This design comes from an exercise in tuning for small area on the open sky130 flow, not from production work. In this exercise RTL edits were held to simulation tests only and were not proved equivalent to the original. Power is estimated from default activity; no workload was simulated.

==> flow/design.v <==
module mdu_array (
    input  logic [31:0] b,       
    input  logic [31:0] a,       
    input  logic [31:0] inj,     
    input  logic        divm,
    input  logic [31:0] z,       
    output logic [31:0] lo,      
    output logic [31:0] hi,      
    output logic [31:0] q        
);
    logic [31:0] xn [0:32];
    logic [31:0] h1, h2;
    assign xn[32] = '0;
    genvar i, k;
    generate
        for (i = 31; i >= 0; i = i - 1) begin : row
            localparam int L = 32 - i;
            logic [31:0] x, y, s;
            logic [32:0] c;
            logic keep, cm;
            assign x = {xn[i+1][30:0], inj[i]};
            assign c[0] = divm;
            for (k = 0; k < L; k = k + 1) begin : dbit
                assign s[k] = x[k] ^ b[k] ^ c[k];
                assign c[k+1] = (x[k] & b[k]) | (c[k] & (x[k] ^ b[k]));
            end
            assign q[i] = divm & z[i] & c[L];
            assign keep = divm ? ~(z[i] & c[L]) : ~a[i];
            if (i == 31) begin : mreg31
                for (k = L; k < 32; k = k + 1) begin : mbit
                    assign s[k] = b[k] & a[i];
                    assign c[k+1] = 1'b0;
                end
                assign cm = 1'b0;
                assign h1[i] = 1'b0;
            end else if (L < 32) begin : mreg
                assign cm = c[L] & a[i];
                for (k = L; k < 32; k = k + 1) begin : mbit
                    logic ck;
                    assign ck = (k == L) ? cm : c[k];
                    assign y[k] = b[k] & a[i];
                    assign s[k] = x[k] ^ y[k] ^ ck;
                    assign c[k+1] = (x[k] & y[k]) | (ck & (x[k] ^ y[k]));
                end
                assign h1[i] = c[32];
            end else begin : nomreg
                assign h1[i] = c[32] & a[i] & ~divm;
            end
            for (k = 0; k < 32; k = k + 1) begin : nxt
                if (k < L) begin : d
                    assign xn[i][k] = keep ? x[k] : s[k];
                end else begin : m
                    assign xn[i][k] = s[k];
                end
            end
            if (i >= 1) begin : hh
                assign h2[i-1] = xn[i][31];
            end
        end
    endgenerate
    assign h2[31] = 1'b0;
    assign lo = xn[0];
    logic [31:0] hs, hc;
    logic        hs_co;
    rca #(32) u_hs (.a({h1[31:1], 1'b0}), .b(h2), .ci(1'b0), .s(hs), .co(hs_co));
    assign hc[0] = h1[0];
    for (k = 1; k < 32; k = k + 1) begin : inc
        assign hc[k] = hc[k-1] & hs[k-1];
    end
    assign hi = hs ^ hc;
endmodule
module prefix_or (
    input  logic [31:0] x,
    output logic [31:0] po
);
    assign po[0] = 1'b0;
    genvar k;
    generate
        for (k = 1; k < 32; k = k + 1) begin : p
            assign po[k] = po[k-1] | x[k-1];
        end
    endgenerate
endmodule
module multiplier_unit (
    input  logic [31:0] i_a,         
    input  logic [31:0] i_b,         
    input  logic [2:0]  i_funct3,
    input  logic        i_shift,     
    input  logic        i_sra,
    input  logic [4:0]  i_shamt,
    output logic [31:0] o_result,    
    output logic        o_neg,       
    output logic        o_cin
);
    logic        divm, sa, sb, sra_s, inva, right;
    logic [31:0] am, bm, onehot, barr, lo, hi, q, z, sel;
    logic [4:0]  sh;
    logic        neg, cin;
    assign divm  = ~i_shift & i_funct3[2];
    assign sa    = ~i_shift & i_a[31] & (i_funct3[2] ? ~i_funct3[0] : (i_funct3[1] ^ i_funct3[0]));
    assign sb    = ~i_shift & i_b[31] & (i_funct3[2] ? ~i_funct3[0] : (~i_funct3[1] & i_funct3[0]));
    assign sra_s = i_shift & i_sra & i_a[31];
    assign right = i_shift & i_funct3[2];
    assign inva  = sa | sra_s;
    logic [31:0] poa, pob;
    prefix_or u_poa (.x(i_a), .po(poa));
    prefix_or u_pob (.x(i_b), .po(pob));
    assign am = i_a ^ ({32{inva}} & (poa | {32{~sa}}));
    assign bm = i_b ^ ({32{sb}} & pob);
    assign sh = right ? (~i_shamt + 5'd1) : i_shamt;
    assign onehot = 32'b1 << sh;
    assign barr = i_shift ? onehot : (bm ^ {32{divm}});
    assign z[0] = 1'b1;
    genvar i;
    generate
        for (i = 1; i < 32; i = i + 1) begin : zz
            assign z[i] = ~|bm[31:32-i];
        end
    endgenerate
    mdu_array u_arr (
        .b    (barr),
        .a    (am),
        .inj  (am & {32{divm}}),
        .divm (divm),
        .z    (z),
        .lo   (lo),
        .hi   (hi),
        .q    (q)
    );
    always_comb begin
        if (i_shift) begin
            sel = (right & |i_shamt) ? hi : lo;
            neg = sra_s;
            cin = 1'b0;
        end else begin
            case (i_funct3)
                3'b000:                 begin sel = lo; neg = 1'b0;            cin = 1'b0; end
                3'b001, 3'b010, 3'b011: begin sel = hi; neg = sa ^ sb;         cin = (sa ^ sb) & ~|lo; end
                3'b100, 3'b101:         begin sel = q;  neg = (sa ^ sb) & |i_b; cin = (sa ^ sb) & |i_b; end
                default:                begin sel = lo; neg = sa;              cin = sa; end
            endcase
        end
    end
    assign o_result = sel;
    assign o_neg    = neg;
    assign o_cin    = neg & cin;
endmodule
module rca #(parameter int W = 32) (
    input  logic [W-1:0] a,
    input  logic [W-1:0] b,
    input  logic         ci,
    output logic [W-1:0] s,
    output logic         co
);
    logic [W:0] c;
    assign c[0] = ci;
    genvar k;
    generate
        for (k = 0; k < W; k = k + 1) begin : bitk
            assign s[k]   = a[k] ^ b[k] ^ c[k];
            assign c[k+1] = (a[k] & b[k]) | (c[k] & (a[k] ^ b[k]));
        end
    endgenerate
    assign co = c[W];
endmodule
module inc_rc #(parameter int W = 32) (
    input  logic [W-1:0] a,
    input  logic         ci,
    output logic [W-1:0] s
);
    logic [W:0] c;
    assign c[0] = ci;
    genvar k;
    generate
        for (k = 0; k < W; k = k + 1) begin : bitk
            assign s[k]   = a[k] ^ c[k];
            assign c[k+1] = a[k] & c[k];
        end
    endgenerate
endmodule
module dec_rc #(parameter int W = 32) (
    input  logic [W-1:0] a,
    output logic [W-1:0] s
);
    logic [W:0] bo;
    assign bo[0] = 1'b1;
    genvar k;
    generate
        for (k = 0; k < W; k = k + 1) begin : bitk
            assign s[k]    = a[k] ^ bo[k];
            assign bo[k+1] = ~a[k] & bo[k];
        end
    endgenerate
endmodule
module register_file (
    input  logic        i_clk,
    input  logic        i_rst_n,
    input  logic [4:0]  i_id_rs1,        
    input  logic [4:0]  i_id_rs2,
    input  logic [4:0]  i_ex_rd,         
    input  logic        i_ex_reg_write,  
    input  logic [4:0]  i_rd,            
    input  logic [31:0] i_rd_din,
    input  logic        i_reg_write,
    output logic [31:0] o_rs1_dout,      
    output logic [31:0] o_rs2_dout
);
    logic [31:0] rf [1:31];
    logic [31:1] valid, we, valid_nx;
    logic [31:1] sel1, sel2;             
    logic        fwd1, fwd2;             
    logic        fwd1_nx, fwd2_nx;
    genvar k;
    generate
        for (k = 1; k < 32; k = k + 1) begin : w
            assign we[k] = i_reg_write & (i_rd == k);
            assign valid_nx[k] = valid[k] | we[k];
            always_ff @(posedge i_clk) begin
                if (we[k]) rf[k] <= i_rd_din;
            end
            always_ff @(posedge i_clk or negedge i_rst_n) begin
                if (~i_rst_n) valid[k] <= 1'b0;
                else          valid[k] <= valid_nx[k];
            end
        end
    endgenerate
    assign fwd1_nx = i_ex_reg_write & (i_ex_rd == i_id_rs1);
    assign fwd2_nx = i_ex_reg_write & (i_ex_rd == i_id_rs2);
    always_ff @(posedge i_clk) begin
        fwd1 <= fwd1_nx;
        fwd2 <= fwd2_nx;
        for (int j = 1; j < 32; j = j + 1) begin
            sel1[j] <= valid_nx[j] & ~fwd1_nx & (i_id_rs1 == j);
            sel2[j] <= valid_nx[j] & ~fwd2_nx & (i_id_rs2 == j);
        end
    end
    always_comb begin
        o_rs1_dout = {32{fwd1}} & i_rd_din;
        o_rs2_dout = {32{fwd2}} & i_rd_din;
        for (int j = 1; j < 32; j = j + 1) begin
            o_rs1_dout = o_rs1_dout | ({32{sel1[j]}} & rf[j]);
            o_rs2_dout = o_rs2_dout | ({32{sel2[j]}} & rf[j]);
        end
    end
endmodule
module core #(
    parameter XLEN = 32,
    parameter FLEN = 32,
    parameter RESET_PC = 32'h4000_0000
) (
    input                       i_clk,
    input                       i_rst_n,
    output  logic   [XLEN-1:0]  o_instr_addr,
    input           [XLEN-1:0]  i_instr_data,
    output  logic   [XLEN-1:0]  o_data_addr,
    input           [XLEN-1:0]  i_data_rd_data,
    output  logic   [XLEN-1:0]  o_data_wr_data,
    output  logic   [1:0]       o_data_mask,
    output  logic               o_data_wr_en,
    output  logic               o_data_out_ready,
    output  logic               o_data_in_valid,
    output  logic   [7:0]       o_data_in
);
    logic [31:0] pc_curr;
    logic [1:0]  rst_cnt;            
    logic [31:2] id_instr, ex_instr;
    logic        id_v, ex_v;
    logic [31:0] wb_result;
    logic [4:0]  wb_rd;
    logic        wb_we, wb_load, wb_neg, wb_cin;
    logic [2:0]  wb_f3;
    logic [2:0]  frm;
    logic [4:0]  fflags;
    logic [7:0]  data_in_q;
    logic        data_in_valid_q, data_out_ready_q;
    logic        reg_write;
    logic [31:0] ins;
    assign ins = {ex_instr, 2'b11};
    logic [2:0] f3;
    logic [4:0] rd, rs1, rs2;
    assign f3  = ins[14:12];
    assign rd  = ins[11:7];
    assign rs1 = ins[19:15];
    assign rs2 = ins[24:20];
    logic op_load, op_opimm, op_auipc, op_store, op_op, op_lui, op_branch, op_jalr, op_jal, op_system;
    assign op_load   = ~ins[6] & ~ins[5] & ~ins[4];
    assign op_opimm  = ~ins[6] & ~ins[5] &  ins[4] & ~ins[2];
    assign op_auipc  = ~ins[6] & ~ins[5] &  ins[4] &  ins[2];
    assign op_store  = ~ins[6] &  ins[5] & ~ins[4];
    assign op_op     = ~ins[6] &  ins[5] &  ins[4] & ~ins[2];
    assign op_lui    = ~ins[6] &  ins[5] &  ins[4] &  ins[2];
    assign op_branch =  ins[6] & ~ins[4] & ~ins[2];
    assign op_jalr   =  ins[6] & ~ins[4] &  ins[2] & ~ins[3];
    assign op_jal    =  ins[3];
    assign op_system =  ins[6] &  ins[4];
    logic muldiv, is_shift;
    assign muldiv   = op_op & ins[25];
    assign is_shift = (op_op | op_opimm) & (f3[1:0] == 2'b01);
    logic [31:0] imm;
    always_comb begin
        if (op_store)
            imm = {{20{ins[31]}}, ins[31:25], ins[11:7]};
        else if (op_branch)
            imm = {{20{ins[31]}}, ins[7], ins[30:25], ins[11:8], 1'b0};
        else if (op_lui | op_auipc)
            imm = {ins[31:12], 12'b0};
        else if (op_jal)
            imm = {{12{ins[31]}}, ins[19:12], ins[20], ins[30:21], 1'b0};
        else
            imm = {{20{ins[31]}}, ins[31:20]};
    end
    logic [31:0] rd_din, rs1v, rs2v;
    register_file rf (
        .i_clk       (i_clk),
        .i_rst_n     (i_rst_n),
        .i_id_rs1    (id_instr[19:15]),
        .i_id_rs2    (id_instr[24:20]),
        .i_ex_rd     (rd),
        .i_ex_reg_write (reg_write),
        .i_rd        (wb_rd),
        .i_rd_din    (rd_din),
        .i_reg_write (wb_we),
        .o_rs1_dout  (rs1v),
        .o_rs2_dout  (rs2v)
    );
    logic ex_pcz;
    logic [31:0] pc_m8, ex_pc, link;
    assign ex_pcz = (rst_cnt == 2'd2);
    logic [31:2] pc_m12;
    assign pc_m8[2:0] = pc_curr[2:0];
    dec_rc #(29) u_m8  (.a(pc_curr[31:3]), .s(pc_m8[31:3]));
    dec_rc #(30) u_m12 (.a(pc_m8[31:2]),   .s(pc_m12));
    assign ex_pc  = ex_pcz ? 32'd0 : {pc_m12, pc_curr[1:0]};
    assign link   = ex_pcz ? 32'd4 : pc_m8;
    logic [31:0] op2, alu_b, alu_res;
    logic [32:0] sum;
    logic        sub, ltu, lt, eq;
    assign op2   = (op_op | op_branch) ? rs2v : imm;
    assign sub   = op_branch | ((op_op | op_opimm) & f3[1] & ~f3[2]) | (op_op & (f3 == 3'b000) & ins[30]);
    assign alu_b = op2 ^ {32{sub}};
    rca #(32) u_alu (.a(rs1v), .b(alu_b), .ci(sub), .s(sum[31:0]), .co(sum[32]));
    assign ltu   = ~sum[32];
    assign lt    = (rs1v[31] ^ op2[31]) ? rs1v[31] : ltu;
    assign eq    = ~|sum[31:0];
    always_comb begin
        case (f3)
            3'b010:  alu_res = {31'b0, lt};
            3'b011:  alu_res = {31'b0, ltu};
            3'b100:  alu_res = rs1v ^ op2;
            3'b110:  alu_res = rs1v | op2;
            3'b111:  alu_res = rs1v & op2;
            default: alu_res = sum[31:0];
        endcase
    end
    logic [31:0] mdu_res;
    logic        mdu_neg, mdu_cin;
    multiplier_unit mdu (
        .i_a      (rs1v),
        .i_b      (rs2v),
        .i_funct3 (f3),
        .i_shift  (~muldiv),
        .i_sra    (ins[30]),
        .i_shamt  (op_op ? rs2v[4:0] : rs2),
        .o_result (mdu_res),
        .o_neg    (mdu_neg),
        .o_cin    (mdu_cin)
    );
    logic [31:0] tgt;
    logic        cond, taken;
    logic tgt_co;
    rca #(32) u_tgt (.a((op_jalr | op_load | op_store) ? rs1v : ex_pc), .b(imm), .ci(1'b0), .s(tgt), .co(tgt_co));
    assign cond  = (f3[2] ? (f3[1] ? ltu : lt) : eq) ^ f3[0];
    assign taken = ex_v & (op_jal | op_jalr | (op_branch & cond));
    assign o_instr_addr = taken ? tgt : pc_curr;
    logic [31:0] pc_next;
    assign pc_next[1:0] = o_instr_addr[1:0];
    inc_rc #(30) u_pc4 (.a(o_instr_addr[31:2]), .ci(1'b1), .s(pc_next[31:2]));
    logic mem_write, uart_w, uart_r;
    assign mem_write = ex_v & op_store;
    assign uart_w    = mem_write & (tgt == 32'h8000_0008);
    assign uart_r    = ex_v & op_load & (tgt == 32'h8000_0004);
    assign o_data_addr    = tgt;
    assign o_data_wr_data = rs2v;
    assign o_data_mask    = f3[1:0];
    assign o_data_wr_en   = mem_write & ~uart_w;
    always_ff @(posedge i_clk) begin
        data_in_q        <= rs2v[7:0];
        data_in_valid_q  <= uart_w;
        data_out_ready_q <= uart_r;
    end
    assign o_data_in        = data_in_q;
    assign o_data_in_valid  = data_in_valid_q;
    assign o_data_out_ready = data_out_ready_q;
    logic [31:0] csr_rdata, csr_src, csr_wdata;
    logic        csr_write;
    logic        a_ff, a_frm, a_fcsr;
    assign a_ff   = (ins[31:20] == 12'h001);
    assign a_frm  = (ins[31:20] == 12'h002);
    assign a_fcsr = (ins[31:20] == 12'h003);
    assign csr_rdata = a_fcsr ? {24'b0, frm, fflags} : a_ff ? {27'b0, fflags} : a_frm ? {29'b0, frm} : 32'b0;
    assign csr_src   = f3[2] ? {27'b0, rs1} : rs1v;
    always_comb begin
        case (f3[1:0])
            2'b10:   csr_wdata = csr_rdata | csr_src;
            2'b11:   csr_wdata = csr_rdata & ~csr_src;
            default: csr_wdata = csr_src;
        endcase
    end
    assign csr_write = ex_v & op_system & (f3[1:0] != 2'b00) & ((f3[1:0] == 2'b01) | (rs1 != 5'd0));
    always_ff @(posedge i_clk or negedge i_rst_n) begin
        if (~i_rst_n) begin
            frm    <= 3'b0;
            fflags <= 5'b0;
        end else if (csr_write) begin
            if (a_ff | a_fcsr) fflags <= csr_wdata[4:0];
            if (a_frm)         frm    <= csr_wdata[2:0];
            else if (a_fcsr)   frm    <= csr_wdata[7:5];
        end
    end
    logic [31:0] ex_result;
    logic [31:0] other_result;
    logic        use_mdu;
    always_comb begin
        if (op_jal | op_jalr)          other_result = link;
        else if (op_lui)               other_result = imm;
        else if (op_auipc)             other_result = tgt;
        else if (op_system)            other_result = csr_rdata;
        else                           other_result = alu_res;
    end
    assign use_mdu   = muldiv | is_shift;
    assign ex_result = use_mdu ? mdu_res : other_result;
    assign reg_write = ex_v & (rd != 5'd0) &
                       (op_op | op_opimm | op_load | op_jal | op_jalr | op_auipc | op_lui |
                        (op_system & (f3[1:0] != 2'b00)));
    logic [31:0] ld;
    always_comb begin
        case (wb_f3[1:0])
            2'b00:   ld = {{24{~wb_f3[2] & i_data_rd_data[7]}},  i_data_rd_data[7:0]};
            2'b01:   ld = {{16{~wb_f3[2] & i_data_rd_data[15]}}, i_data_rd_data[15:0]};
            default: ld = i_data_rd_data;
        endcase
    end
    logic [31:0] wb_val;
    inc_rc #(32) u_wbneg (.a(wb_result ^ {32{wb_neg}}), .ci(wb_cin), .s(wb_val));
    assign rd_din = wb_load ? ld : wb_val;
    always_ff @(posedge i_clk or negedge i_rst_n) begin
        if (~i_rst_n) begin
            pc_curr <= RESET_PC;
            rst_cnt <= 2'd0;
            id_v    <= 1'b0;
            ex_v    <= 1'b0;
            wb_we   <= 1'b0;
        end else begin
            pc_curr <= pc_next;
            if (rst_cnt != 2'd3) rst_cnt <= rst_cnt + 2'd1;
            id_v    <= ~taken;
            ex_v    <= id_v & ~taken;
            wb_we   <= reg_write;
        end
    end
    always_ff @(posedge i_clk) begin
        id_instr  <= i_instr_data[31:2];
        ex_instr  <= id_instr;
        wb_result <= ex_result;
        wb_rd     <= rd;
        wb_load   <= op_load;
        wb_neg    <= use_mdu & mdu_neg;
        wb_cin    <= use_mdu & mdu_cin;
        wb_f3     <= f3;
    end
endmodule
==> flow/flow/run.sh <==
#!/bin/bash
export BUFFER_PORTS_ARGS="-buffer_cell sky130_fd_sc_hd__buf_1"
export CTS_ARGS="-sink_clustering_enable -repair_clock_nets -buf_list sky130_fd_sc_hd__clkbuf_4 -sink_clustering_size 10 -sink_clustering_max_diameter 40 -dont_use_dummy_load"
bash standard.sh > standard_flow.log 2>&1
==> flow/standard.sh <==
#!/bin/bash
# synth_recipe.tcl (not shown) runs the flow's synth.tcl, then flattens the netlist and writes it again
# the make line also repeats each setting of config.mk as NAME=value (left out here)
make -C /OpenROAD-flow-scripts/flow DESIGN_CONFIG=/design/flow/config.mk WORK_HOME=/design/flow/orfs CLKGATE_MAP_FILE= SYNTH_SCRIPT=/design/flow/synth_recipe.tcl "${@:-finish}"
==> flow/config.mk <==
export PLATFORM = sky130hd
export DESIGN_NAME = core
export DESIGN_NICKNAME = core
export VERILOG_FILES = /design/flow/design.v
export SDC_FILE = /design/flow/constraint.sdc
export NUM_CORES = 8
export LEC_CHECK = 0
export CAP_MARGIN = 20
export CORE_MARGIN = 2
export CORE_UTILIZATION = 50
export CTS_BUF_LIST = sky130_fd_sc_hd__clkbuf_4
export PLACE_DENSITY = 0.8
export SLEW_MARGIN = 20
==> flow/constraint.sdc <==
create_clock -name core_clock -period 300.0 [get_ports {i_clk}]
set_input_delay 60.0000 -clock core_clock [delete_from_list [all_inputs] [get_ports {i_clk}]]
set_output_delay 60.0000 -clock core_clock [all_outputs]
set_load 0.01 [all_outputs]
==> notes.md <==
[cell type report]
| cell class | count | share of cell area (%) |
|---|---|---|
| multi-input cells | 6660 | 56.37 |
| flip-flops and latches | 1245 | 34.70 |
| repair buffers | 513 | 3.174 |
| well taps | 2511 | 3.086 |
| inverters | 395 | 1.459 |
| clock buffers | 153 | 1.128 |
| diodes | 34 | 0.08358 |
[cells by family (layout without fill, tap and decap cells)]
group | after synthesis | count (layout)
adder cells (fa/ha/maj) | 1303 | 1303
other | 0 | 34
flip-flops | 1245 | 1245
XOR/XNOR | 170 | 170
buffers and inverters | 982 | 1061
multiplexers | 112 | 112
AND/OR/NAND/NOR | 2760 | 2760
AO/OA/AOI/OAI | 2315 | 2315
[per-layer routing]
metal	up-vias	GRT usage, %	part of all wire (%)
li1	32810	-	-
met1	42050	54.40	32
met2	9551	62.00	39
met3	2943	21.95	18
met4	28	35.70	11
met5	-	0.2199	0.080
[layout by cell type (no fill, tap or decap), types with 81 or more instances in the layout]
| cell type | Yosys | layout |
|---|---|---|
| a21oi_1 | 340 | 315 |
| a221oi_1 | 183 | 183 |
| a22o_1 | 152 | 151 |
| a22oi_1 | 662 | 640 |
| a31oi_1 | 88 | 81 |
| buf_1 | 79 | 171 |
| buf_4 | 8 | 337 |
| clkbuf_4 | 0 | 154 |
| dfxtp_1 | 177 | 111 |
| edfxtp_1 | 992 | 992 |
| fa_1 | 1083 | 1083 |
| ha_1 | 220 | 220 |
| inv_1 | 386 | 380 |
| nand2_1 | 837 | 834 |
| nand3_1 | 147 | 147 |
| nand4_1 | 217 | 217 |
| nor2_1 | 1059 | 1022 |
| nor3_1 | 178 | 176 |
| o21ai_0 | 264 | 260 |
| xnor2_1 | 126 | 116 |
[through the flow]
step	cell area, sq um	setup WS, ns	utilization, %
final	101800	5.146	53.58
after global routing	101700	0.1880	53.55
after CTS	101600	8.506	53.49
after detailed placement	100500	8.332	52.89
after global placement	100400	10.23	52.87
after floorplan	95590	34.61	-
[state kept, by name, indices dropped and copies added (netlist names), 2 cells and up]
name       flops
rst_cnt        2
data_in_q      8
rf.valid      31
wb_result     32
rf.sel2       31
frm            3
fflags         5
rf.sel1       31
ex_instr      30
wb_rd          5
rf.rf        992
id_instr      30
wb_f3          3
pc_curr       32
[Yosys cell counts (all sizes together), types with 54 or more instances]
| cell type | n |
|---|---|
| nand2 | 837 |
| nand3 | 148 |
| nor2 | 1060 |
| a22oi | 663 |
| a211oi | 62 |
| edfxtp | 992 |
| a22o | 152 |
| a31oi | 91 |
| a221oi | 183 |
| nor4 | 68 |
| a21oi | 342 |
| inv | 393 |
| dfrtp | 75 |
| xnor2 | 126 |
| clkbuf | 408 |
| nand4 | 218 |
| nor3 | 182 |
| mux2i | 54 |
| buf | 179 |
| mux2 | 58 |
| o21ai | 289 |
| a222oi | 67 |
| ha | 220 |
| fa | 1083 |
| dfxtp | 177 |
==> impl_metrics.csv <==
group,metric,value,unit
status,run_status,"complete, no violations",
routing,drc,0,
timing,post-route-period-util,98.28,%
timing,finalSetupViolCount,0,
logic_synthesis,ys_seq_elements,1245,
power_and_ir_drop,clock_power_share,9.5,%
power_and_ir_drop,p_seq,0.000213,W
routing,first_iter_violations,18020,
cts,clk_pin_slew,0.10,ns
setup_path,cp_max_fo,38,
power_and_ir_drop,total_power,0.0008344,W
timing,fmax,0.003392,GHz
global_route,grt_pass1_vias,84340,
logic_synthesis,synthFlopType,"edfxtp_1",
cells_and_area,regArea,0.03532,sq mm
timing,max_slew_margin,8.291,%
logic_synthesis,synth_top_area_share,31.16,%
setup_path,worstSetupEndpoint,"wb_result[30]",
routing,wl_per_cell,38.85,um
power_and_ir_drop,ir_drop,0.006513,mV
placement,dp.final_hpwl,291900,um
logic_synthesis,synth.mux.area_fraction,1.249,%
cts,cts.sinks,1245,
setup_path,start_kind,"primary input",
logic_synthesis,synth_fp_nets,10260,
setup_path,crit_buf_inv,51,
logic_synthesis,synth_top_cell_by_area,"edfxtp_1",
cts,clkLatencyLatePin,1.28,ns
timing,finalSetupTns,0,ns
power_and_ir_drop,clk-power,0.0000791,W
power_and_ir_drop,pwr-share-comb,64.9,%
hold_path,hold-path-cell-count,0,
die,dieArea,0.1947,sq mm
cts,cts_tree,"built",
logic_synthesis,synth_top_family_by_area,"adder cells",
cells_and_area,drive_above_1_share,10.00,%
power_and_ir_drop,pwr-share-seq,25.6,%
placement,portBuffers,172,
hold_path,min-delay-start,"id_instr[10]",
power_and_ir_drop,powerDensity,8.197,mW/mm^2
cts,htreeDepth,4,
logic_synthesis,synth_fa_ha_area_share,25.56,%
routing,dr.pass1.iters,14,
logic_synthesis,yosysWarnings,6,
timing,skew,0.1673,ns
setup_path,critPathMostFrequentCell,"fa_1",
die,initial_core_util,50.32,%
logic_synthesis,synth-simple-area-share,12.96,%
logic_synthesis,synth-async-reset-ratio,6.104,%
setup_path,r2r_start,"wb_neg",
logic_synthesis,synth_cell_types,119,
cts,cts-resized-gates,0,
global_route,grt_usage,45.37,%
cts,clockRootBuffer,"clkbuf_4",
hold_path,hold_end,"ex_instr[10]",
setup_path,r2r_cells,718,
global_route,grt_max_degree,77,
power_and_ir_drop,p_comb,0.000542,W
setup_path,cp-end-kind,"flop",
power_and_ir_drop,switching_share,51.34,%
cells_and_area,finalNonFillerCells,11510,
routing,vias_per_cell,7.591,
logic_synthesis,yosys-top-cells-area,"edfxtp_1, fa_1, a22oi_1",
timing,grt_setup_unrepaired,"false",
cts,postCtsHoldBufs,0,
power_and_ir_drop,power_switching,0.0004283,W
setup_path,slowest_delay,0.96,ns
timing,worst_pin_slew,1.376,ns
power_and_ir_drop,maxPowerGroup,"combinational logic",
timing,timing_hold_violations_final,0,
cells_and_area,syn_to_final_growth,6.488,%
logic_synthesis,syn_area_per_cell,10.76,sq um
logic_synthesis,synth_compound_area_share,17.72,%
logic_synthesis,synthesis.area,0.09559,sq mm
placement,place_congestion,1.049,
global_route,antenna_found_initial,29,
cells_and_area,multi_input_area,0.05738,sq mm
routing,vias,87380,
timing,post-route-min-period,294.85,ns
setup_path,worst_path_max_delay_cell,"nor4_2",
die,core_area,0.1900,sq mm
timing,maxSlewViolCount,0,
cts,numCtsBuffers,153,
setup_path,cp.depth,688,
setup_path,regToRegEndpoint,"wb_result[30]",
power_and_ir_drop,leakagePower,37.98,nW
logic_synthesis,synth_xor_area_share,1.572,%
die,dieHeight,441.2,um
cts,cts_setup_buffers,0,
setup_path,critPathLaunch,"i_data_rd_data[15]",
routing,wl,447200,um
cells_and_area,fin_nets,10340,
logic_synthesis,synth-seq-area-share,36.86,%
setup_path,crit_type,"in -> reg",
logic_synthesis,synth_edf_count,992,
setup_path,cp_data_arrival_time,295.84,ns
setup_path,crit_required,300.98,ns
power_and_ir_drop,intPower,0.0004060,W
global_route,grt_overflow,0,
placement,dp_cells,11320,
global_route,grt_pass1_wl,620300,um
cells_and_area,n_fill_cell,16290,
routing,ant_nets,0,
die,io_pins,175,
setup_path,crit_family,"adder cells",
cts,ctsLongestPathBuffers,3,
die,fp.dieW,441.2,um
die,placementRows,160,
job,max_cap_viol_count,0,
timing,timing.hold.ws,0.3242,ns
logic_synthesis,syn_inst,8887,
setup_path,reg2reg_setup_slack,58.73,ns
hold_path,hp-class,"reg -> reg",

## static timing again, ports no longer ideal
Ports are ideal in the flow. The routed layout listed here was re-timed in OpenROAD.
Step 1: set_driving_cell puts a clkbuf_16 on i_clk and a buf_2 on each other input, an assumption about the parent block.
Step 2 moves the port delays by t, midway between the first and last clock arrival at a register: inputs arrive t later, outputs are due t later. That takes back most of the time a late clock gives input paths.
Three values: no drivers, after step 1, after step 2; two values: the first two.
shift t [ns]: 1.271
setup slack, ns: 5.146 / 5.200 / 3.929
clock arrival spread, ns: 0.167 / 0.168
pins driven straight from the clock port: 1
After both steps this run still meets setup and hold. The setup slack of this run moves by +0.054 ns with the drivers and by -1.217 ns with both steps.
